Context: an optimization exercise on an open-source flow, tuned for small area and a short achievable clock period. The choices shown serve that exercise and are no tape-out recipe. In this exercise RTL edits were held to simulation tests only and were not proved equivalent to the original. The flow treats the clock pin as an ideal source. Dropping or thinning the clock tree relies on that and would not hold on a real chip. No activity file was given, so power comes from the tool's default toggle rates.

## v6
==> flow/design.v <==
module sync_fifo #(
	parameter FIFO_DEPTH = 16	        ,
	parameter DATA_WIDTH = 32               ,
	parameter AW         = $clog2(FIFO_DEPTH) 
)
(
	input                   	i_clk            ,  
	input                   	i_rst_n          ,  
	input                   	i_valid_s        ,  
	input  [AW-1:0] 			i_almostfull_lvl ,  
	input  [DATA_WIDTH-1:0] 	i_datain         ,  
	input                   	i_ready_m        ,  
	input  [AW-1:0]				i_almostempty_lvl,  
	output                  	o_ready_s        ,  
	output                  	o_almostfull     ,  
	output                  	o_full           ,  
	output                  	o_valid_m        ,  
	output                  	o_almostempty    ,  
	output                  	o_empty          ,  
	output  [DATA_WIDTH-1:0] 	o_dataout           
);
	localparam RW = FIFO_DEPTH - 1;  
	logic [FIFO_DEPTH:1] ge;
	wire full   = ge[FIFO_DEPTH];
	wire nempty = ge[1];
	wire push   = i_valid_s & ~full;
	wire pop    = i_ready_m & nempty;
	wire inc    = push & ~pop;
	wire dec    = pop & ~push;
	wire [FIFO_DEPTH:1] ge_nx = inc ? {ge[FIFO_DEPTH-1:1], 1'b1} :
	                            dec ? {1'b0, ge[FIFO_DEPTH:2]}   : ge;
	always_ff @(posedge i_clk or negedge i_rst_n) begin
		if (~i_rst_n) ge <= '0;
		else          ge <= ge_nx;
	end
	assign o_full    = full;
	assign o_ready_s = ~full;
	assign o_valid_m = nempty;
	assign o_empty   = ~nempty;
	function automatic logic sel_fall(input logic [15:0] t, input logic [3:0] lvl);
		logic [7:0] y;
		for (int j = 0; j < 8; j++) y[j] = t[2*j] & (~lvl[0] | t[2*j+1]);
		sel_fall = y[lvl[3:1]];
	endfunction
	function automatic logic sel_rise(input logic [15:0] t, input logic [3:0] lvl);
		logic [7:0] y;
		for (int j = 0; j < 8; j++) y[j] = t[2*j+1] & (lvl[0] | t[2*j]);
		sel_rise = y[lvl[3:1]];
	endfunction
	wire [15:0] ge0 = {ge[FIFO_DEPTH-1:1], 1'b1};  
	wire [15:0] le  = ~ge[FIFO_DEPTH:1];           
	assign o_almostfull  = sel_fall(ge0, i_almostfull_lvl);
	assign o_almostempty = sel_rise(le,  i_almostempty_lvl);
	wire ram_we = push & nempty & (ge[2] | ~pop);
	wire ram_re = pop & ge[2];
	wire h_load = pop | ~nempty;
	logic [3:0] wp;
	always_ff @(posedge i_clk or negedge i_rst_n) begin
		if (~i_rst_n)    wp <= 4'd1;
		else if (ram_we) wp <= {wp[2:0], wp[3] ^ wp[2]};
	end
	logic [RW:1] wdec;
	always_comb begin
		for (int i = 1; i <= RW; i++) wdec[i] = (wp == i);
	end
	logic [RW:1] hsel;
	logic [RW:1] hsel_rot;
	always_comb begin
		hsel_rot = hsel;
		if (ram_re) begin
			for (int j = 1; j <= RW; j++) begin
				hsel_rot[{j[2:0], j[3] ^ j[2]}] = hsel[j];
			end
		end
	end
	always_ff @(posedge i_clk or negedge i_rst_n) begin
		if (~i_rst_n) hsel <= '0;
		else          hsel <= (ge[2] ? hsel_rot : wdec) & {RW{ge_nx[2]}};
	end
	wire hsel_in = ~ge[2];
	logic [DATA_WIDTH-1:0] mem [1:RW];
	logic [DATA_WIDTH-1:0] head;
	always_ff @(posedge i_clk) begin
		for (int i = 1; i <= RW; i++) begin
			if (ram_we && wdec[i]) mem[i] <= i_datain;
		end
	end
	logic [DATA_WIDTH-1:0] head_nx;
	always_comb begin
		head_nx = {DATA_WIDTH{hsel_in}} & i_datain;
		for (int i = 1; i <= RW; i++)
			head_nx = head_nx | ({DATA_WIDTH{hsel[i]}} & mem[i]);
	end
	always_ff @(posedge i_clk) begin
		if (h_load) head <= head_nx;
	end
	assign o_dataout = head;
endmodule
export LEC_CHECK = 0
export CAP_MARGIN = 20
export CORE_MARGIN = 2
export CORE_UTILIZATION = 40
export SETUP_SLACK_MARGIN = 2.1
export SLEW_MARGIN = 20
export TNS_END_PERCENT = 0
create_clock -name core_clock -period 4.0 [get_ports {i_clk}]
standard.sh (not shown) runs the stock make flow with config.mk's settings and CLKGATE_MAP_FILE= SYNTH_SCRIPT=/design/flow/synth_recipe.tcl, a recipe that flattens the netlist after the stock synthesis.
==> flow/flow/run.sh <==
#!/bin/bash
# Standard layout with these changes:
#  - plain buffers on the ports instead of the delay cells buffer_ports
#    picks by default;
#  - the head register's next-word logic, the file's write enables and
#    the two threshold flags re-mapped by hand in the synthesized netlist
#    (flow/patch_netlist.py), registers untouched;
#  - clock tree: clkbuf_16 root, clkbuf_8 leaves driving up to 14
#    registers each, no dummy loads; after CTS the root buffer is
#    removed, so the clock port drives the four first-level buffers
#    directly (flow/post_cts.tcl).
set -euo pipefail
export BUFFER_PORTS_ARGS="-buffer_cell sky130_fd_sc_hd__buf_1"
export CTS_ARGS="-sink_clustering_enable -repair_clock_nets -sink_clustering_size 14 -sink_clustering_max_diameter 100 -dont_use_dummy_load -buf_list sky130_fd_sc_hd__clkbuf_8 -root_buf sky130_fd_sc_hd__clkbuf_16"
export POST_CTS_TCL=$PWD/flow/post_cts.tcl
R=orfs/results/sky130hd/sync_fifo/base
bash standard.sh synth > synth.log 2>&1
python3 flow/patch_netlist.py $R/1_2_yosys.v > patch.log 2>&1
rm -f $R/1_synth.odb
bash standard.sh > standard.log 2>&1
Other scripts of this flow, unchanged in this note and not shown: flow/flow/patch_netlist.py, flow/flow/post_cts.tcl
Changes in v7 relative to v6:
Settings: SETUP_SLACK_MARGIN: 2.1 -> 1.8.
[summary]
Re share of total power in the clock network: v7 is 0.2 points down on v6.
v6 has a higher instance area at placement than v7.
Sum of internal, switching and leakage power for v7: about 0.37% up relative to v6
Routed wire in v7 totals more than in v6.

[static timing again, ports no longer ideal]
No port has a modelled driver above. Below, the same layouts with a new extraction and two added sets of constraints.
Step 1: set_driving_cell puts a clkbuf_16 on i_clk and a buf_2 on each other input, an assumption about the parent block.
Step 2, shift: input delay + t, output delay - t, t = (earliest + latest rising clock arrival at the registers) / 2. This alone moves slack from input paths to output paths.
Slacks: no drivers / after step 1 / after step 2; pairs: no drivers / after step 1.
run | shift t [ns] | setup WS [ns] | worst setup path after step 2 | clock arrival spread, ns | worst data-port slew with drivers (ns)
v6 | 0.453 | 1.672 / 1.640 / 1.321 | input to register | 0.054 / 0.053 | 0.11
v7 | 0.446 | 1.597 / 1.576 / 1.264 | input to register | 0.061 / 0.061 | 0.08
After both steps setup and hold are still met in every run listed. For v6, which loses most, drivers alone change the setup slack by -0.032 ns; drivers and shift together by -0.351 ns.
